What follows belongs to an exercise in optimizing a design on an open flow for small area; a production flow would make more cautious choices.
No run shown here included a check of the RTL's function; only the layout flow was run.
Power and IR drop assume default switching activity.

[flow/run.sh]
#!/bin/bash
# synth_recipe.tcl (not shown) runs the flow's synth.tcl, then flattens the netlist and writes it again
# the make line also repeats each setting of config.mk as NAME=value (left out here)
make -C /OpenROAD-flow-scripts/flow DESIGN_CONFIG=/design/flow/config.mk WORK_HOME=/design/flow/orfs CLKGATE_MAP_FILE= SYNTH_SCRIPT=/design/flow/synth_recipe.tcl finish
[flow/config.mk]
export PLATFORM = sky130hd
export DESIGN_NAME = Top_Memory_Game
export DESIGN_NICKNAME = Top_Memory_Game
export VERILOG_FILES = /design/flow/design.v
export SDC_FILE = /design/flow/constraint.sdc
export NUM_CORES = 4
export LEC_CHECK = 0
export CAP_MARGIN = 20
export CORE_MARGIN = 2
export CORE_UTILIZATION = 60
export CTS_BUF_LIST = sky130_fd_sc_hd__clkbuf_2 sky130_fd_sc_hd__clkbuf_4
export CTS_CLUSTER_SIZE = 20
export SLEW_MARGIN = 20
[flow/constraint.sdc]
create_clock -name core_clock -period 25.0 [get_ports {clk}]
set_input_delay 5.0000 -clock core_clock [delete_from_list [all_inputs] [get_ports {clk}]]
set_output_delay 5.0000 -clock core_clock [all_outputs]
set_load 0.01 [all_outputs]
[flow/design.v]
module Top_Memory_Game (
    input wire clk,
    input wire rst_n,
    input wire [7:0] btn_raw,
    output wire [7:0] led_out,
    output wire [7:0] seg_data,
    output wire [7:0] seg_sel,
    output wire pwm_servo,
    output wire lcd_rs,
    output wire lcd_rw,
    output wire lcd_en,
    output wire [7:0] lcd_data
);
    wire       any_key;
    wire [2:0] key;
    wire [2:0] sidx;
    wire [9:0] pcnt;
    wire [5:0] e;
    wire [2:0] cls;
    wire [2:0] round;
    wire [4:0] score;
    mg_debounce u_db (
        .clk(clk), .rst_n(rst_n), .btn_raw(btn_raw),
        .any_key(any_key), .key(key)
    );
    mg_timebase u_tb (
        .clk(clk), .rst_n(rst_n), .e(e),
        .sidx(sidx), .seg_sel(seg_sel), .pwm_servo(pwm_servo)
    );
    mg_core u_core (
        .clk(clk), .rst_n(rst_n), .any_key(any_key), .key(key), .sidx(sidx),
        .led_out(led_out), .seg_data(seg_data), .e(e),
        .cls(cls), .round(round), .score(score)
    );
    mg_lcd u_lcd (
        .clk(clk), .rst_n(rst_n), .cls(cls), .round(round), .score(score),
        .lcd_rs(lcd_rs), .lcd_rw(lcd_rw), .lcd_en(lcd_en), .lcd_data(lcd_data)
    );
endmodule
module mg_debounce (
    input wire clk,
    input wire rst_n,
    input wire [7:0] btn_raw,
    output wire any_key,
    output reg [2:0] key
);
    localparam [9:0] MASK = 10'b1010101010;
    localparam [9:0] HIT  = 10'd712;
    wire [7:0] btn_in = ~btn_raw;
    reg  [7:0] db_prev, db_out;
    wire [7:0] db_hit;
    genvar g;
    generate
        for (g = 0; g < 8; g = g + 1) begin : db
            reg  [9:0] d;            
            wire [9:0] c = d ^ MASK;
            wire       clr = btn_in[g] ^ db_prev[g];
            assign db_hit[g] = (d == (HIT ^ MASK));
            always @(posedge clk)
                d <= (clr ? 10'd0 : {c[8:0], ~(c[9] ^ c[6])}) ^ MASK;
        end
    endgenerate
    always @(posedge clk or negedge rst_n) begin
        if (!rst_n) begin
            db_prev <= 8'd0;
            db_out  <= 8'd0;
        end else begin
            db_prev <= btn_in;
            db_out  <= (db_hit & db_prev) | (~db_hit & db_out);
        end
    end
    wire [7:0] btn_pos = db_hit & db_prev & ~db_out;
    assign any_key = |btn_pos;
    always @(*) begin
        casez (btn_pos)
            8'b???????1: key = 3'd0;
            8'b??????10: key = 3'd1;
            8'b?????100: key = 3'd2;
            8'b????1000: key = 3'd3;
            8'b???10000: key = 3'd4;
            8'b??100000: key = 3'd5;
            8'b?1000000: key = 3'd6;
            default:     key = 3'd7;
        endcase
    end
endmodule
module mg_timebase (
    input wire clk,
    input wire rst_n,
    input wire [5:0] e,
    output wire [2:0] sidx,
    output wire [7:0] seg_sel,
    output reg pwm_servo
);
    reg [2:0] lo;
    reg [6:0] ph7;       
    reg [6:0] sh7;       
    reg       pre;
    wire [9:0] pcnt = {ph7, lo};
    wire p999 = (ph7 == 7'd124) && (lo == 3'd7);
    always @(posedge clk or negedge rst_n) begin
        if (!rst_n) begin
            lo <= 3'd0; ph7 <= 7'd0; sh7 <= 7'd0; pwm_servo <= 1'b0;
        end else begin
            lo <= lo + 3'd1;
            if (lo == 3'd7) begin
                ph7 <= (ph7 == 7'd124) ? 7'd0 : ph7 + 7'd1;
                sh7 <= sh7 + 7'd1;
            end
            pwm_servo <= pre;
        end
    end
    always @(posedge clk)
        pre <= p999 || (pcnt < {4'd0, e} + 10'd49);
    assign sidx = sh7[6:4];
    assign seg_sel = ~(8'd1 << sidx);
endmodule
module mg_core (
    input wire clk,
    input wire rst_n,
    input wire any_key,
    input wire [2:0] key,
    input wire [2:0] sidx,
    output wire [7:0] led_out,
    output wire [7:0] seg_data,
    output wire [5:0] e,
    output wire [2:0] cls,           
    output reg [2:0] round,
    output reg [4:0] score
);
    localparam S_IDLE = 4'd0;
    localparam S_GA   = 4'd1;    
    localparam S_GB   = 4'd2;    
    localparam S_GC   = 4'd3;    
    localparam S_SA   = 4'd4;    
    localparam S_SB   = 4'd5;    
    localparam S_SC   = 4'd6;    
    localparam S_WT   = 4'd7;    
    localparam S_XC   = 4'd8;    
    localparam S_XF   = 4'd9;    
    localparam S_CK   = 4'd10;
    localparam S_PS   = 4'd11;
    localparam S_FL   = 4'd12;
    localparam S_DN   = 4'd13;
    localparam [11:0] PH0 = 12'd0;
    localparam [11:0] PH1 = 12'd1;
    localparam [11:0] PHL = 12'd3386;    
    reg [3:0]  st;
    reg [11:0] ph;
    reg [7:0]  cq;
    reg [3:0]  idx;
    reg [2:0]  A [0:7];
    reg        rep;
    reg        match;
    wire ph0    = (ph == PH0);
    wire phlast = (ph == PHL);
    wire [11:0] ph_step = phlast ? PH0 : {ph[10:0], ~(ph[11] ^ ph[10] ^ ph[9] ^ ph[3])};
    wire [7:0]  cq_step = cq + {7'd0, phlast};
    wire [3:0] k     = {1'b0, round} + 4'd3;
    wire [2:0] a_cur = A[idx[2:0]];
    reg [4:0] per_q, on_q;
    always @(*) begin
        case (round)
            3'd2: begin per_q = 5'd16; on_q = 5'd12; end
            3'd3: begin per_q = 5'd12; on_q = 5'd9;  end
            3'd4: begin per_q = 5'd8;  on_q = 5'd6;  end
            3'd5: begin per_q = 5'd4;  on_q = 5'd3;  end
            default: begin per_q = 5'd20; on_q = 5'd15; end
        endcase
    end
    wire first   = (cq == 8'd0) && ph0;
    wire t_idle  = (cq == 8'd60) && ph0;             
    wire t_check = (cq == 8'd9) && phlast;           
    wire t_end   = (cq == 8'd59) && phlast;          
    wire t_per   = (cq == {3'd0, per_q}) && ph0;
    wire t_up    = (cq == 8'd200) && (ph == PH1);    
    wire g_first = (idx == 4'd15);
    wire rv_eq;
    wire skip    = !g_first && rv_eq && rep;
    reg [15:0] lfsr;
    always @(posedge clk or negedge rst_n) begin
        if (!rst_n) lfsr <= 16'hACE1;
        else        lfsr <= {lfsr[14:0], lfsr[15] ^ lfsr[13] ^ lfsr[12] ^ lfsr[10]};
    end
    wire [2:0] rv = lfsr[2:0];
    assign rv_eq = (rv == a_cur);
    wire gen_wr = (st == S_GB) && (idx != k - 4'd1) && !skip;
    wire key_wr = (st == S_WT) && !t_up && (idx != k) && !first && any_key;
    always @(posedge clk or negedge rst_n) begin
        if (!rst_n) begin
            st <= S_IDLE; ph <= PH0; cq <= 8'd0; idx <= 4'd0;
            round <= 3'd1; score <= 5'd0;
        end else begin
            ph <= ph_step; cq <= cq_step;
            case (st)
                S_IDLE: if (t_idle) st <= S_GA;
                S_GA: begin idx <= 4'd15; st <= S_GB; end
                S_GB: begin
                    if (idx == k - 4'd1) st <= S_GC;
                    else if (!skip) idx <= idx + 4'd1;
                end
                S_GC: st <= S_SA;
                S_SA: begin ph <= PH0; cq <= 8'd0; idx <= 4'd0; st <= S_SB; end
                S_SB: begin
                    if (t_per) begin
                        ph <= PH0; cq <= 8'd0;
                        if (idx == k - 4'd1) st <= S_SC;
                        else idx <= idx + 4'd1;
                    end
                end
                S_SC: begin ph <= PH0; cq <= 8'd0; idx <= 4'd0; st <= S_WT; end
                S_WT: begin
                    if (t_up) st <= S_XF;
                    else if (idx == k) st <= S_XC;
                    else if (key_wr) idx <= idx + 4'd1;
                end
                S_XC: begin ph <= PH0; cq <= 8'd0; st <= S_CK; end
                S_XF: begin ph <= PH0; cq <= 8'd0; round <= round + 3'd1; st <= S_FL; end
                S_CK: if (t_check) begin
                    round <= round + 3'd1;
                    if (match) begin
                        score <= score + {2'd0, round} + 5'd1;
                        st <= S_PS;
                    end else st <= S_FL;
                end
                S_PS, S_FL: if (t_end) st <= (round == 3'd6) ? S_DN : S_GA;
                default: st <= S_DN;
            endcase
        end
    end
    integer j;
    always @(posedge clk) begin
        for (j = 0; j < 8; j = j + 1) begin
            if (gen_wr && idx[2:0] == j[2:0] - 3'd1) A[j] <= rv;
            if (key_wr && idx[2:0] == j[2:0])        A[j] <= key;
        end
        if (gen_wr) rep <= !g_first && rv_eq;
        if (st == S_SC) match <= 1'b1;
        if (key_wr) match <= match & (key == a_cur);
    end
    wire led_on = (st == S_SB) && !first &&
                  ((cq < {3'd0, on_q}) || ((cq == {3'd0, on_q}) && ph0));
    assign led_out = led_on ? (8'd1 << a_cur) : 8'd0;
    assign e = (st == S_WT || st == S_XC || st == S_XF) ? cq[7:2] : 6'd0;
    wire blank_st = (st == S_GB) || (st == S_GC) || (st == S_SA) ||
                    (st == S_SB) || (st == S_SC);
    wire show = !blank_st && (idx > {1'b0, sidx});
    reg [7:0] seg;
    always @(*) begin
        case (A[sidx])
            3'd0: seg = 8'h06;
            3'd1: seg = 8'h5B;
            3'd2: seg = 8'h4F;
            3'd3: seg = 8'h66;
            3'd4: seg = 8'h6D;
            3'd5: seg = 8'h7D;
            3'd6: seg = 8'h07;
            default: seg = 8'h7F;
        endcase
    end
    assign seg_data = show ? seg : 8'h00;
    assign cls = (st == S_IDLE) ? 3'd1 :
                 (st == S_PS)   ? 3'd2 :
                 (st == S_FL || st == S_XF) ? 3'd3 :
                 (st == S_DN)   ? 3'd4 : 3'd0;
endmodule
module mg_lcd (
    input wire clk,
    input wire rst_n,
    input wire [2:0] cls,
    input wire [2:0] round,
    input wire [4:0] score,
    output wire lcd_rs,
    output wire lcd_rw,
    output wire lcd_en,
    output reg [7:0] lcd_data
);
    wire [7:0] d_h = (score >= 5'd20) ? "1" : "0";
    wire [3:0] tens = (score >= 5'd20) ? 4'd0 : score[4:1];
    wire [7:0] d_t = {4'h3, tens};
    wire [7:0] d_o = score[0] ? "5" : "0";
    reg [1:0]  lph;              
    reg        lln;              
    reg [2:0]  sub;
    reg [3:0]  ci;
    wire [7:0] rch = {5'd6, round};
    reg [7:0] txt;
    always @(*) begin
        case ({cls, lln, ci})
            {3'd0, 1'b0, 4'd0}: txt = 8'h4C;
            {3'd0, 1'b0, 4'd1}: txt = 8'h76;
            {3'd0, 1'b0, 4'd2}: txt = 8'h2E;
            {3'd0, 1'b0, 4'd3}: txt = 8'h20;
            {3'd0, 1'b0, 4'd4}: txt = rch;
            {3'd0, 1'b0, 4'd5}: txt = 8'h20;
            {3'd0, 1'b0, 4'd6}: txt = 8'h20;
            {3'd0, 1'b0, 4'd7}: txt = 8'h20;
            {3'd0, 1'b0, 4'd8}: txt = 8'h20;
            {3'd0, 1'b0, 4'd9}: txt = 8'h20;
            {3'd0, 1'b0, 4'd10}: txt = 8'h20;
            {3'd0, 1'b0, 4'd11}: txt = 8'h20;
            {3'd0, 1'b0, 4'd12}: txt = 8'h20;
            {3'd0, 1'b0, 4'd13}: txt = 8'h20;
            {3'd0, 1'b0, 4'd14}: txt = 8'h20;
            {3'd0, 1'b0, 4'd15}: txt = 8'h20;
            {3'd0, 1'b1, 4'd0}: txt = 8'h53;
            {3'd0, 1'b1, 4'd1}: txt = 8'h63;
            {3'd0, 1'b1, 4'd2}: txt = 8'h6F;
            {3'd0, 1'b1, 4'd3}: txt = 8'h72;
            {3'd0, 1'b1, 4'd4}: txt = 8'h65;
            {3'd0, 1'b1, 4'd5}: txt = 8'h3A;
            {3'd0, 1'b1, 4'd6}: txt = 8'h20;
            {3'd0, 1'b1, 4'd7}: txt = d_h;
            {3'd0, 1'b1, 4'd8}: txt = d_t;
            {3'd0, 1'b1, 4'd9}: txt = d_o;
            {3'd0, 1'b1, 4'd10}: txt = 8'h20;
            {3'd0, 1'b1, 4'd11}: txt = 8'h20;
            {3'd0, 1'b1, 4'd12}: txt = 8'h20;
            {3'd0, 1'b1, 4'd13}: txt = 8'h20;
            {3'd0, 1'b1, 4'd14}: txt = 8'h20;
            {3'd0, 1'b1, 4'd15}: txt = 8'h20;
            {3'd1, 1'b0, 4'd0}: txt = 8'h20;
            {3'd1, 1'b0, 4'd1}: txt = 8'h20;
            {3'd1, 1'b0, 4'd2}: txt = 8'h20;
            {3'd1, 1'b0, 4'd3}: txt = 8'h47;
            {3'd1, 1'b0, 4'd4}: txt = 8'h61;
            {3'd1, 1'b0, 4'd5}: txt = 8'h6D;
            {3'd1, 1'b0, 4'd6}: txt = 8'h65;
            {3'd1, 1'b0, 4'd7}: txt = 8'h20;
            {3'd1, 1'b0, 4'd8}: txt = 8'h53;
            {3'd1, 1'b0, 4'd9}: txt = 8'h74;
            {3'd1, 1'b0, 4'd10}: txt = 8'h61;
            {3'd1, 1'b0, 4'd11}: txt = 8'h72;
            {3'd1, 1'b0, 4'd12}: txt = 8'h74;
            {3'd1, 1'b0, 4'd13}: txt = 8'h20;
            {3'd1, 1'b0, 4'd14}: txt = 8'h20;
            {3'd1, 1'b0, 4'd15}: txt = 8'h20;
            {3'd1, 1'b1, 4'd0}: txt = 8'h20;
            {3'd1, 1'b1, 4'd1}: txt = 8'h20;
            {3'd1, 1'b1, 4'd2}: txt = 8'h20;
            {3'd1, 1'b1, 4'd3}: txt = 8'h20;
            {3'd1, 1'b1, 4'd4}: txt = 8'h20;
            {3'd1, 1'b1, 4'd5}: txt = 8'h20;
            {3'd1, 1'b1, 4'd6}: txt = 8'h20;
            {3'd1, 1'b1, 4'd7}: txt = 8'h20;
            {3'd1, 1'b1, 4'd8}: txt = 8'h20;
            {3'd1, 1'b1, 4'd9}: txt = 8'h20;
            {3'd1, 1'b1, 4'd10}: txt = 8'h20;
            {3'd1, 1'b1, 4'd11}: txt = 8'h20;
            {3'd1, 1'b1, 4'd12}: txt = 8'h20;
            {3'd1, 1'b1, 4'd13}: txt = 8'h20;
            {3'd1, 1'b1, 4'd14}: txt = 8'h20;
            {3'd1, 1'b1, 4'd15}: txt = 8'h20;
            {3'd2, 1'b0, 4'd0}: txt = 8'h20;
            {3'd2, 1'b0, 4'd1}: txt = 8'h20;
            {3'd2, 1'b0, 4'd2}: txt = 8'h20;
            {3'd2, 1'b0, 4'd3}: txt = 8'h20;
            {3'd2, 1'b0, 4'd4}: txt = 8'h53;
            {3'd2, 1'b0, 4'd5}: txt = 8'h75;
            {3'd2, 1'b0, 4'd6}: txt = 8'h63;
            {3'd2, 1'b0, 4'd7}: txt = 8'h63;
            {3'd2, 1'b0, 4'd8}: txt = 8'h65;
            {3'd2, 1'b0, 4'd9}: txt = 8'h73;
            {3'd2, 1'b0, 4'd10}: txt = 8'h73;
            {3'd2, 1'b0, 4'd11}: txt = 8'h21;
            {3'd2, 1'b0, 4'd12}: txt = 8'h20;
            {3'd2, 1'b0, 4'd13}: txt = 8'h20;
            {3'd2, 1'b0, 4'd14}: txt = 8'h20;
            {3'd2, 1'b0, 4'd15}: txt = 8'h20;
            {3'd2, 1'b1, 4'd0}: txt = 8'h20;
            {3'd2, 1'b1, 4'd1}: txt = 8'h4E;
            {3'd2, 1'b1, 4'd2}: txt = 8'h65;
            {3'd2, 1'b1, 4'd3}: txt = 8'h78;
            {3'd2, 1'b1, 4'd4}: txt = 8'h74;
            {3'd2, 1'b1, 4'd5}: txt = 8'h20;
            {3'd2, 1'b1, 4'd6}: txt = 8'h4C;
            {3'd2, 1'b1, 4'd7}: txt = 8'h65;
            {3'd2, 1'b1, 4'd8}: txt = 8'h76;
            {3'd2, 1'b1, 4'd9}: txt = 8'h65;
            {3'd2, 1'b1, 4'd10}: txt = 8'h6C;
            {3'd2, 1'b1, 4'd11}: txt = 8'h2E;
            {3'd2, 1'b1, 4'd12}: txt = 8'h2E;
            {3'd2, 1'b1, 4'd13}: txt = 8'h2E;
            {3'd2, 1'b1, 4'd14}: txt = 8'h20;
            {3'd2, 1'b1, 4'd15}: txt = 8'h20;
            {3'd3, 1'b0, 4'd0}: txt = 8'h20;
            {3'd3, 1'b0, 4'd1}: txt = 8'h20;
            {3'd3, 1'b0, 4'd2}: txt = 8'h20;
            {3'd3, 1'b0, 4'd3}: txt = 8'h20;
            {3'd3, 1'b0, 4'd4}: txt = 8'h20;
            {3'd3, 1'b0, 4'd5}: txt = 8'h46;
            {3'd3, 1'b0, 4'd6}: txt = 8'h61;
            {3'd3, 1'b0, 4'd7}: txt = 8'h69;
            {3'd3, 1'b0, 4'd8}: txt = 8'h6C;
            {3'd3, 1'b0, 4'd9}: txt = 8'h2E;
            {3'd3, 1'b0, 4'd10}: txt = 8'h2E;
            {3'd3, 1'b0, 4'd11}: txt = 8'h2E;
            {3'd3, 1'b0, 4'd12}: txt = 8'h20;
            {3'd3, 1'b0, 4'd13}: txt = 8'h20;
            {3'd3, 1'b0, 4'd14}: txt = 8'h20;
            {3'd3, 1'b0, 4'd15}: txt = 8'h20;
            {3'd3, 1'b1, 4'd0}: txt = 8'h20;
            {3'd3, 1'b1, 4'd1}: txt = 8'h20;
            {3'd3, 1'b1, 4'd2}: txt = 8'h54;
            {3'd3, 1'b1, 4'd3}: txt = 8'h72;
            {3'd3, 1'b1, 4'd4}: txt = 8'h79;
            {3'd3, 1'b1, 4'd5}: txt = 8'h20;
            {3'd3, 1'b1, 4'd6}: txt = 8'h41;
            {3'd3, 1'b1, 4'd7}: txt = 8'h67;
            {3'd3, 1'b1, 4'd8}: txt = 8'h61;
            {3'd3, 1'b1, 4'd9}: txt = 8'h69;
            {3'd3, 1'b1, 4'd10}: txt = 8'h6E;
            {3'd3, 1'b1, 4'd11}: txt = 8'h2E;
            {3'd3, 1'b1, 4'd12}: txt = 8'h2E;
            {3'd3, 1'b1, 4'd13}: txt = 8'h2E;
            {3'd3, 1'b1, 4'd14}: txt = 8'h20;
            {3'd3, 1'b1, 4'd15}: txt = 8'h20;
            {3'd4, 1'b0, 4'd0}: txt = 8'h20;
            {3'd4, 1'b0, 4'd1}: txt = 8'h20;
            {3'd4, 1'b0, 4'd2}: txt = 8'h46;
            {3'd4, 1'b0, 4'd3}: txt = 8'h49;
            {3'd4, 1'b0, 4'd4}: txt = 8'h4E;
            {3'd4, 1'b0, 4'd5}: txt = 8'h41;
            {3'd4, 1'b0, 4'd6}: txt = 8'h4C;
            {3'd4, 1'b0, 4'd7}: txt = 8'h20;
            {3'd4, 1'b0, 4'd8}: txt = 8'h53;
            {3'd4, 1'b0, 4'd9}: txt = 8'h43;
            {3'd4, 1'b0, 4'd10}: txt = 8'h4F;
            {3'd4, 1'b0, 4'd11}: txt = 8'h52;
            {3'd4, 1'b0, 4'd12}: txt = 8'h45;
            {3'd4, 1'b0, 4'd13}: txt = 8'h20;
            {3'd4, 1'b0, 4'd14}: txt = 8'h20;
            {3'd4, 1'b0, 4'd15}: txt = 8'h20;
            {3'd4, 1'b1, 4'd0}: txt = 8'h54;
            {3'd4, 1'b1, 4'd1}: txt = 8'h6F;
            {3'd4, 1'b1, 4'd2}: txt = 8'h74;
            {3'd4, 1'b1, 4'd3}: txt = 8'h61;
            {3'd4, 1'b1, 4'd4}: txt = 8'h6C;
            {3'd4, 1'b1, 4'd5}: txt = 8'h3A;
            {3'd4, 1'b1, 4'd6}: txt = 8'h20;
            {3'd4, 1'b1, 4'd7}: txt = d_h;
            {3'd4, 1'b1, 4'd8}: txt = d_t;
            {3'd4, 1'b1, 4'd9}: txt = d_o;
            {3'd4, 1'b1, 4'd10}: txt = 8'h20;
            {3'd4, 1'b1, 4'd11}: txt = 8'h20;
            {3'd4, 1'b1, 4'd12}: txt = 8'h20;
            {3'd4, 1'b1, 4'd13}: txt = 8'h20;
            {3'd4, 1'b1, 4'd14}: txt = 8'h20;
            {3'd4, 1'b1, 4'd15}: txt = 8'h20;
            default: txt = 8'h20;
        endcase
    end
    reg [7:0] icmd;
    always @(*) begin
        casez (lcd_data)
            8'b??1?????: icmd = 8'h0C;
            8'b????1???: icmd = 8'h06;
            8'b??????1?: icmd = 8'h01;
            8'b???????1: icmd = 8'h80;
            default:     icmd = 8'h38;
        endcase
    end
    wire is_line = (lph == 2'd1);
    wire lwrap = (sub == 3'd5);
    wire dend  = (ci == 4'd12) && (sub == 3'd4);
    wire pos0  = (ci == 4'd0) && (sub == 3'd0);
    always @(posedge clk or negedge rst_n) begin
        if (!rst_n) begin
            lph <= 2'd0; lln <= 1'b0; sub <= 3'd0; ci <= 4'd0; lcd_data <= 8'd0;
        end else begin
            case (lph)
                2'd1: begin
                    if (lwrap) begin
                        sub <= 3'd0; ci <= ci + 4'd1;
                        if (ci == 4'd15) lph <= 2'd2;
                    end else sub <= sub + 3'd1;
                    if (lwrap && ci == 4'd15) lcd_data <= lln ? 8'h80 : 8'hC0;
                    else lcd_data <= txt;
                end
                default: begin
                    if (lph == 2'd0 && pos0) lcd_data <= icmd;
                    if (dend) begin
                        sub <= 3'd0; ci <= 4'd0;
                        if (lph == 2'd2) begin lph <= 2'd1; lln <= ~lln; end
                        else if (lcd_data[7]) lph <= 2'd1;
                    end else begin
                        sub <= sub + 3'd1;
                        if (sub == 3'd7) ci <= ci + 4'd1;
                    end
                end
            endcase
        end
    end
    assign lcd_en = is_line ? (sub == 3'd1 || sub == 3'd2)
                            : (ci == 4'd0 && sub != 3'd0 && sub <= 3'd5);
    assign lcd_rs = is_line && !pos0;
    assign lcd_rw = 1'b0;
endmodule
==> run_results.csv, run 1 <==
group,metric,value,unit
worst_setup_path,worst-setup-path-type,"flop to primary output",
clock_network,h-tree-depth,2,
sta,worst_pin_slew,900,ps
global_routing,grt_max_degree,61,
synthesis,synth_common_cells,"142 x nor2_1, 116 x nand2_1, 95 x dfrtp_1",
synthesis,synth_seq_area_share,44.5,%
sta,hold_viol,0,
global_routing,gr-total-overflow,0,
placed_design,numPlacedInstances,1426,
drt,vias_per_cell,5.98,
die,fp.dieW,141,um
synthesis,synth_top_area_share,21.1,%
clock_network,clkSinkCount,211,
sta,slew_viol_final,0,
sta,fmax,110,MHz
die,rows,50,
global_routing,antenna_found_initial,1,
clock_network,root_buffer,"clkbuf_4",
synthesis,async_reset_ff_share,49.3,%
drt,wl_per_cell,16.8,um
sta,setup_viol,0,
worst_setup_path,rrSetupSlack,20830,ps
finish,final_core_util,67.5,%
finish,syn2layout_area_growth,11.3,%
synthesis,synth_most_common_cell,"nor2_1",
drt,dr.pass1.iters,6,
die,coreArea,18600,sq um
finish,drive_gt1_share,10.4,%
synthesis,ys_seq_elements,211,
power_and_ir_drop,cellLeakagePower,5.02,nW
outcome,status,"no timing/DRC/antenna violations",
synthesis,netlist_instances,1191,
power_and_ir_drop,peakVddDrop,0.0624,mV
finish,nets,1308,
clock_network,clk_pin_slew_worst_paths,70,ps
synthesis,yosys-top-cells-area,"dfrtp_1 21%, dfxtp_1 14%, edfxtp_1 6.9%",
die,die-area,19900,sq um
die,dieHeight,141,um
clock_network,clockBufferDepth,3,
drt,routed_wl,25600,um
worst_hold_path,min-delay-path-class,"flop to flop",
finish,fillerInstances,1551,
drt,drt_iter0_markers,865,
drt,drc,0,
sta,slew_headroom,38.5,%
clock_network,post_cts_buffers,0,
sta,rsz0062_at_grt,"no",
synthesis,ys_types,86,
sta,min_period_over_period,36.4,%
clock_network,ctsResizeCount,0,
clock_network,numCtsBuffers,53,
finish,design_area,12500,sq um
global_routing,grt_pass1_vias,8767,
placed_design,placed_area,11800,sq um
worst_setup_path,cp.required,20000,ps
placed_design,hpwl,18600,um
worst_setup_path,worstRegToRegCells,10,
synthesis,synth_area,11300,sq um
sta,fin_tns_setup,0,ps
synthesis,synthFlopType,"dfrtp_1",
global_routing,grt.total_usage,26.5,%
die,io_pins,46,
finish,stdcell_count,1528,
global_routing,grt_first_pass_wirelength,43200,um
synthesis,synth_edf_count,26,
power_and_ir_drop,powerDensity,52.7,nW/um^2
clock_network,cts_tree,"done",
placed_design,place_congestion,0.936,
drt,ant_nets,0,
sta,period_needed,9090,ps
worst_hold_path,min_path_cells,0,
placed_design,portBuffers,43,
clock_network,clock_latency,670,ps
worst_setup_path,cp.arrival,4090,ps
job,maxCapViolations,0,
synthesis,yosys.area.top_type,"dfrtp_1",
synthesis,avgSynthCellArea,9.46,sq um
sta,finalClockSkew,53.2,ps
worst_setup_path,endpoint_kind,"primary output",
worst_setup_path,path_max_fanout,15,
drt,vias,9130,
power_and_ir_drop,total_power,0.660,mW
die,initial_utilization,60.6,%
synthesis,ys_warn_count,5,
clock_network,postCtsHoldBufs,0,
worst_setup_path,critPathLaunchType,"flop",
worst max-delay path, stage by stage, from the launching register on:
cell and delay (ps):
dfstp_2 680, inv_1 130, ha_1 250, nor2b_1 190, a21oi_1 160, nor2_1 60
ha_1 290, nor2b_1 130, o21ai_0 150, nand2b_1 70, a21oi_1 140, o211ai_1 150
or2_2 360, nor2_1 110, clkdlybuf4s50_1 540
stage by stage:
step	hold WS, ps	setup slack, ps
2_1_floorplan	316	17300
3_3_place_gp	324	16690
3_5_place_dp	320	16610
4_1_cts	323	15870
5_1_grt	325	15570
6_report	320	15910
state kept, by name, summed over array words and instances (netlist names), 3 cells and up, named ones only:
name,count
u_tb.sh7,7
u_lcd.sub,3
u_lcd.lcd_data,8
u_lcd.ci,4
u_db.db.d,80
u_core.st,4
u_tb.ph7,7
u_core.idx,4
u_core.round,3
u_core.cq,8
u_core.A,24
u_db.db_prev,8
u_tb.lo,3
u_core.lfsr,16
u_core.score,5
u_core.ph,12
cell type report:
cell class                 count  area, sq um  area share (%)
antenna                        2         5.00          0.0399
inverter                      52          195            1.56
tap                          234          293            2.34
multi-input combinational    881         5860            46.8
timing repair buffer          48          465            3.71
clock inverter                24          129            1.03
clock buffer                  76          571            4.55
sequential                   211         5020            40.0
cells by family (layout without fill, tap and decap cells):
family / count (synthesis) / after routing / synth area share (%)
mux: 46 / 46 / 4.64
fa+ha+maj: 51 / 51 / 5.73
buf+inv: 100 / 200 / 3.48
flops: 211 / 211 / 44.5
xor+xnor: 71 / 71 / 5.52
other cells: 1 / 4 / 0.0333
compound gates: 213 / 213 / 12.9
simple gates: 498 / 498 / 23.2
cell usage in the layout (no fill, tap or decap), types with 8 or more instances in the layout:
cell	instances
nor2_1	142
nor4b_1	12
xor2_1	24
inv_1	52
nand4_1	12
nor3_1	24
clkbuf_4	76
xnor2_1	47
nand3_1	29
mux2_1	25
dfxtp_1	81
o21ai_0	47
nor2b_1	27
dfstp_2	9
clkinv_1	17
a221oi_1	10
mux2_2	15
o211ai_1	9
clkdlybuf4s50_1	42
o221ai_1	8
a211oi_1	9
nand2b_1	26
dfrtp_1	95
nor4_1	16
edfxtp_1	26
nand2_1	116
ha_1	50
a31oi_1	8
and3_1	8
or4b_1	8
nand4b_1	8
a21oi_1	40
and2_1	19
worst paths after layout:
check | startpoint | end
worst max-delay path | u_core.round[0] | led_out[3]
worst min-delay path | u_tb.pre | u_tb.pwm_servo
worst max register to register | u_core.idx[2] | u_core.A[1][2]
worst min register to register | u_tb.pre | u_tb.pwm_servo
max in group asynchronous | rst_n | u_core.lfsr[8]
min in group asynchronous | rst_n | u_core.idx[2]
per-layer routing:
metal  track usage [%]  vias to the layer above  wire, um
met3              5.71                       59      1750
li1                  -                     4422         -
met2              40.8                      328     11500
met5                 0                        -         0
met4              9.32                        0       597
met1              37.3                     4321     11700
where the power goes:
part | internal [mW] | leakage (nW) | total [mW] | switching (mW)
sequential | 0.351 | 2.14 | 0.354 | 0.00361
clock | 0.152 | 0.411 | 0.291 | 0.139
combinational | 0.00504 | 2.46 | 0.0148 | 0.00979
total | 0.508 | 5.02 | 0.660 | 0.152
==> run 2: changes to the inputs <==
--- a/flow/config.mk
+++ b/flow/config.mk
@@ -10,4 +10,4 @@
 export CORE_UTILIZATION = 60
-export CTS_BUF_LIST = sky130_fd_sc_hd__clkbuf_2 sky130_fd_sc_hd__clkbuf_4
-export CTS_CLUSTER_SIZE = 20
+export CTS_BUF_LIST = sky130_fd_sc_hd__clkbuf_8 sky130_fd_sc_hd__clkbuf_16
+export CTS_CLUSTER_SIZE = 30
 export SLEW_MARGIN = 20
==> run_results.csv, run 2 <==
group,metric,value,unit
finish,regMostFlops,"u_db.db.d",
synthesis,synth_most_common_cell,"nor2_1",
finish,nets,1278,
power_and_ir_drop,powerDensity,56.2,nW/um^2
finish,final_cell_mix,"142 x nor2_1, 116 x nand2_1, 95 x dfrtp_1, 81 x dfxtp_1, 55 x inv_1",
die,initial_utilization,60.6,%
power_and_ir_drop,peakVddDrop,0.0825,mV
clock_network,ctsResizeCount,0,
clock_network,clk_pin_slew_worst_paths,60,ps
synthesis,synthSimpleGateAreaFrac,23.2,%
drt,wl_per_cell,17.5,um
worst_setup_path,slowest_delay,680,ps
worst_setup_path,worstRegToRegCells,10,
finish,largest_register_ffs,80,
worst_setup_path,path_buf_inv,2,
worst_setup_path,rrSetupSlack,20810,ps
sta,setup_viol,0,
synthesis,synth_seq_area_share,44.5,%
die,die-area,19900,sq um
worst_setup_path,crit_path_top_delay_cell,"dfstp_2",
clock_network,root_buffer,"clkbuf_16",
drt,routed_wl,25700,um
worst_setup_path,crit_chain,"inv_1 > ha_1 > nor2b_1 > a21oi_1 > nor2_1 > ha_1 > nor2b_1 > o21ai_0 > nand2b_1 > a21oi_1 > o211ai_1 > or2_2 > nor2_1 > clkdlybuf4s50_1",
placed_design,place_congestion,0.936,
finish,final_common_cell,"nor2_1",
drt,ant_nets,0,
worst_setup_path,path_max_fanout,15,
finish,drive_gt1_share,7.22,%
synthesis,synth_area,11300,sq um
synthesis,yosys.area.top_type,"dfrtp_1",
clock_network,numCtsBuffers,23,
sta,fmax,112,MHz
synthesis,synth_top_area_share,21.1,%
die,coreArea,18600,sq um
die,dieHeight,141,um
sta,setup_ws,16060,ps
sta,finalClockSkew,11.6,ps
global_routing,grt.total_usage,26.2,%
finish,design_area,12600,sq um
die,fp.dieW,141,um
sta,slew_viol_final,0,
sta,min_period_over_period,35.8,%
synthesis,ys_types,86,
die,io_pins,46,
sta,worst_pin_slew,926,ps
clock_network,cts_tree,"done",
placed_design,portBuffers,43,
worst_setup_path,critical_path_cell_count,14,
clock_network,clkSinkCount,211,
global_routing,grt_first_pass_wirelength,42900,um
sta,period_needed,8940,ps
worst_setup_path,critPathLaunchType,"flop",
outcome,status,"no timing/DRC/antenna violations",
synthesis,netlist_instances,1191,
global_routing,antenna_found_initial,0,
finish,syn2layout_area_growth,12.0,%
synthesis,ys_seq_elements,211,
synthesis,ys_warn_count,5,
placed_design,placed_area,11800,sq um
synthesis,synth_top_family_by_area,"simple AND/OR/NAND/NOR gates",
worst_hold_path,min-delay-path-class,"flop to flop",
worst_setup_path,endpoint_kind,"primary output",
synthesis,async_reset_ff_share,49.3,%
synthesis,synthFlopType,"dfrtp_1",
synthesis,avgSynthCellArea,9.46,sq um
clock_network,clockBufferDepth,3,
global_routing,grt_pass1_vias,8539,
global_routing,grt_max_degree,61,
power_and_ir_drop,cellLeakagePower,5.01,nW
worst_setup_path,crit_family,"simple AND/OR/NAND/NOR gates",
synthesis,synth-xor-area-share,5.52,%
synthesis,synth_common_cells,"142 x nor2_1, 116 x nand2_1, 95 x dfrtp_1",
placed_design,hpwl,18600,um
synthesis,yosys-top-cells-area,"dfrtp_1 21%, dfxtp_1 14%, edfxtp_1 6.9%",
worst_setup_path,worst-setup-path-type,"flop to primary output",
finish,diodes,0,
sta,slew_headroom,37.8,%
global_routing,gr-total-overflow,0,
synthesis,yosys.area_share.adder,5.73,%
sta,fin_tns_setup,0,ps
finish,fillerInstances,1519,
worst_setup_path,cp.arrival,3940,ps
synthesis,synth_mux_area_share,4.64,%
drt,dr.pass1.iters,6,
clock_network,postCtsHoldBufs,0,
job,maxCapViolations,0,
synthesis,synth_compound_area_share,12.9,%
die,rows,50,
placed_design,dp_worst_setup_slack,16610,ps
clock_network,h-tree-depth,1,
clock_network,clock_latency,510,ps
drt,vias_per_cell,6.13,
synthesis,synth_edf_count,26,
finish,layout_top_registers,"u_db.db.d: 80 flops, u_core.A: 24 flops, u_core.lfsr: 16 flops",
sta,rsz0062_at_grt,"no",
clock_network,post_cts_buffers,0,
sta,hold_viol,0,
sta,finalHoldWorstSlack,327,ps
worst_hold_path,min_path_cells,0,
drt,vias,8992,
worst_setup_path,cp.required,20000,ps
drt,drc,0,
drt,drt_iter0_markers,848,
-- run 2: cell counts after synthesis --
Identical to the previous run, type by type.
-- run 2: routing by layer --
metal	share of wire, %	GRT usage (%)	up-vias	routed length (um)
met5	0	0	-	0
met4	2.6	7.79	0	661
met3	7.2	4.96	74	1860
met2	45	41.2	342	11500
met1	45	37.2	4262	11700
li1	-	-	4314	-
-- run 2: path summary, 6_finish.rpt --
path / startpoint / end
min in group asynchronous: rst_n / u_lcd.lcd_data[3]
max reg2reg: u_core.idx[2] / u_core.A[1][1]
min reg2reg: u_tb.pre / u_tb.pwm_servo
max: u_core.round[0] / led_out[3]
max in group asynchronous: rst_n / u_core.lfsr[14]
min: u_tb.pre / u_tb.pwm_servo
-- run 2: cells by family after synthesis --
kind of cell | Yosys count
simple gates | 498
compound gates | 213
flops | 211
buf+inv | 100
xor+xnor | 71
fa+ha+maj | 51
mux | 46
other cells | 1
-- run 2: report_power, final --
group	switching [mW]	internal, mW	total, mW
clock	0.135	0.205	0.340
sequential	0.00363	0.351	0.355
combinational	0.00975	0.00504	0.0148
total	0.148	0.561	0.710
-- run 2: final cells by class --
class	instances	area, sq um	area share (%)
multi-input combinational	881	5860	46.5
sequential	211	5020	39.8
clock buffer	32	733	5.81
timing repair buffer	48	465	3.69
tap	234	293	2.32
inverter	52	195	1.55
clock inverter	9	51.3	0.407
-- run 2: per-stage QoR --
stage                     std cells  power, mW  util [%]
after floorplan                1192      0.369         -
after global placement         1426      0.376      63.7
after detailed placement       1426      0.377      63.7
after CTS                      1467      0.715      67.9
after global routing           1467      0.732      67.9
final                          1467      0.710      67.9
==> run 3: changes to the inputs <==
--- a/flow/config.mk
+++ b/flow/config.mk
@@ -10,4 +10,4 @@
 export CORE_UTILIZATION = 60
-export CTS_BUF_LIST = sky130_fd_sc_hd__clkbuf_8 sky130_fd_sc_hd__clkbuf_16
-export CTS_CLUSTER_SIZE = 30
+export CTS_BUF_LIST = sky130_fd_sc_hd__clkbuf_4 sky130_fd_sc_hd__clkbuf_8
+export CTS_CLUSTER_SIZE = 12
 export SLEW_MARGIN = 20
==> run_results.csv, run 3 <==
group,metric,value,unit
drt,vias_per_cell,6.10,
worst_setup_path,endpoint_kind,"primary output",
power_and_ir_drop,powerDensity,54.9,nW/um^2
placed_design,hpwl,18600,um
clock_network,numCtsBuffers,35,
synthesis,ys_types,86,
drt,drc,0,
clock_network,clkSinkCount,211,
worst_setup_path,critPathLaunchType,"flop",
synthesis,avgSynthCellArea,9.46,sq um
worst_setup_path,crit_chain,"inv_1 > ha_1 > nor2b_1 > a21oi_1 > nor2_1 > ha_1 > nor2b_1 > o21ai_0 > nand2b_1 > a21oi_1 > o211ai_1 > or2_2 > nor2_1 > clkdlybuf4s50_1",
outcome,status,"no timing/DRC/antenna violations",
synthesis,yosys-top-cells-area,"dfrtp_1 21%, dfxtp_1 14%, edfxtp_1 6.9%",
worst_setup_path,worstRegToRegCells,10,
die,die-area,19900,sq um
power_and_ir_drop,pwr-share-clk,46.5,%
clock_network,root_buffer,"clkbuf_8",
synthesis,synth_area,11300,sq um
synthesis,synth_common_cells,"142 x nor2_1, 116 x nand2_1, 95 x dfrtp_1",
drt,dr.pass1.iters,6,
drt,wl_met2,11600,um
worst_setup_path,endpoint,"led_out[3]",
drt,ant_nets,0,
finish,fillerInstances,1539,
finish,diodes,0,
power_and_ir_drop,cellLeakagePower,5.01,nW
finish,regMostFlops,"u_db.db.d",
sta,finalClockSkew,27.3,ps
sta,min_period_over_period,35.8,%
power_and_ir_drop,switching_share,21.5,%
worst_setup_path,path_buf_inv,2,
finish,stdcell_count,1490,
finish,syn2layout_area_growth,11.8,%
synthesis,async_reset_ff_share,49.3,%
clock_network,postCtsHoldBufs,0,
clock_network,clk_pin_slew_worst_paths,70,ps
drt,drt-met1-wl,11700,um
sta,fmax,112,MHz
global_routing,grt_first_pass_wirelength,43300,um
sta,worst_pin_slew,957,ps
power_and_ir_drop,peakVddDrop,0.0524,mV
placed_design,place_congestion,0.936,
clock_network,post_cts_buffers,0,
drt,routed_wl,25900,um
finish,nets,1290,
global_routing,grt.total_usage,26.6,%
job,maxCapViolations,0,
global_routing,gr-total-overflow,0,
worst_setup_path,r2r_end,"u_core.A[1][2]",
sta,fin_tns_setup,0,ps
placed_design,numPlacedInstances,1426,
clock_network,cts_tree,"done",
die,dieHeight,141,um
worst_setup_path,worst-setup-path-type,"flop to primary output",
drt,top_layer_used,"met4",
die,io_pins,46,
worst_setup_path,crit_path_top_delay_cell,"dfstp_2",
clock_network,clockBufferDepth,3,
power_and_ir_drop,p_int,0.543,mW
die,initial_utilization,60.6,%
finish,final_core_util,67.8,%
synthesis,synthFlopType,"dfrtp_1",
clock_network,ctsResizeCount,0,
worst_setup_path,cp.required,20000,ps
worst_setup_path,crit_family,"simple AND/OR/NAND/NOR gates",
die,fp.dieW,141,um
drt,wl_met3,1920,um
sta,period_needed,8950,ps
worst_setup_path,critical_path_cell_count,14,
synthesis,ys_seq_elements,211,
synthesis,netlist_instances,1191,
synthesis,synth_seq_area_share,44.5,%
global_routing,grt_max_degree,61,
drt,wl_per_cell,17.4,um
finish,final_cell_mix,"142 x nor2_1, 116 x nand2_1, 95 x dfrtp_1, 81 x dfxtp_1, 52 x inv_1",
worst_setup_path,rrSetupSlack,20860,ps
worst_hold_path,min-delay-path-class,"flop to flop",
synthesis,synth_edf_count,26,
finish,drive_gt1_share,9.08,%
clock_network,h-tree-depth,2,
sta,setup_viol,0,
drt,vias,9088,
sta,hold_viol,0,
finish,largest_register_ffs,80,
drt,drt_iter0_markers,862,
worst_setup_path,reg2reg_from,"u_core.idx[2]",
sta,slew_headroom,34.6,%
worst_setup_path,cp.arrival,3950,ps
global_routing,grt_pass1_vias,8686,
sta,rsz0062_at_grt,"no",
clock_network,clock_latency,530,ps
worst_setup_path,crit_start,"u_core.round[0]",
power_and_ir_drop,power_switching,0.149,mW
worst_setup_path,slowest_delay,690,ps
die,rows,50,
synthesis,synth_top_area_share,21.1,%
synthesis,ys_warn_count,5,
die,coreArea,18600,sq um
finish,final_common_cell,"nor2_1",
placed_design,portBuffers,43,
worst_setup_path,path_max_fanout,15,
finish,layout_top_registers,"u_db.db.d: 80 flops, u_core.A: 24 flops, u_core.lfsr: 16 flops",
global_routing,antenna_found_initial,0,
sta,slew_viol_final,0,
power_and_ir_drop,combPwrFrac,2.2,%
synthesis,yosys.area.top_type,"dfrtp_1",
synthesis,synth_most_common_cell,"nor2_1",
power_and_ir_drop,seqPwrFrac,51.3,%
==> run 3: cell counts after synthesis <==
No cell type changed its count.
==> run 3: per-layer routing <==
| metal | up-vias | GRT usage [%] |
|---|---|---|
| met3 | 69 | 5.23 |
| met2 | 341 | 41.6 |
| met4 | 0 | 8.47 |
| met1 | 4329 | 37.7 |
| li1 | 4349 | - |
| met5 | - | 0 |
==> run 3: cell families after synthesis <==
group,synth area share (%)
buffers and inverters,3.48
multiplexers,4.64
AND/OR/NAND/NOR,23.2
other,0.0333
adder cells (fa/ha/maj),5.73
AO/OA/AOI/OAI,12.9
flip-flops,44.5
XOR/XNOR,5.52
==> run 3: worst min-delay path by stage <==
stage | cells past startpoint | to | slack [ps] | startpoint
after floorplan | 0 | u_tb.pwm_servo | 320 | u_tb.pre
after global placement | 0 | u_tb.pwm_servo | 320 | u_tb.pre
after detailed placement | 0 | u_tb.pwm_servo | 320 | u_tb.pre
after CTS | 0 | u_tb.pwm_servo | 330 | u_tb.pre
after global routing | 0 | u_tb.pwm_servo | 340 | u_tb.pre
final | 0 | u_tb.pwm_servo | 330 | u_tb.pre
==> run 3: layout make-up <==
class / instances / area [sq um] / area share (%)
Clock inverter: 9 / 75.1 / 0.596
Tap cell: 234 / 293 / 2.32
Inverter: 52 / 195 / 1.55
Sequential cell: 211 / 5020 / 39.8
Clock buffer: 55 / 688 / 5.46
Timing Repair Buffer: 48 / 465 / 3.70
Multi-Input combinational cell: 881 / 5860 / 46.5
==> run 3: power by group through the flow <==
stage	registers [mW]	clock network (mW)	logic, mW
after CTS	0.355	0.329	0.0154
after global routing	0.355	0.344	0.0175
final	0.355	0.322	0.0149
after global placement	0.361	0	0.0151
after floorplan	0.361	0	0.00821
after detailed placement	0.361	0	0.0153
==> run 3: metrics by stage <==
stage	hold WS [ps]	instance area, sq um	power [mW]	worst slack, ps
after global routing	341	12600	0.717	15700
after floorplan	316	11300	0.369	17300
after detailed placement	320	11800	0.377	16610
final	326	12600	0.692	16050
after global placement	324	11800	0.376	16690
after CTS	328	12600	0.699	16010

[port drivers added, routing unchanged]
Ports are ideal in the flow. The routed layouts listed here were re-timed in OpenROAD.
Step 1 assumes that a clkbuf_16 drives the clock port and a buf_2 every other input.
Step 2 also shifts input and output timing later by t, the mid clock arrival at the registers, as if the neighbouring blocks saw the same clock.
Slacks: ideal ports / drivers / drivers and shift; pairs: ideal ports / drivers.
run | shift t [ns] | setup WS [ns] | worst setup path after step 2 | clock arrival spread, ns
run 1 | 0.681 | 15.911 / 15.873 / 16.554 | register to output | 0.055 / 0.055
run 2 | 0.544 | 16.062 / 16.017 / 16.561 | register to output | 0.012 / 0.012
run 3 | 0.551 | 16.049 / 16.009 / 16.560 | register to output | 0.031 / 0.031
After both steps every run listed still meets setup and hold.
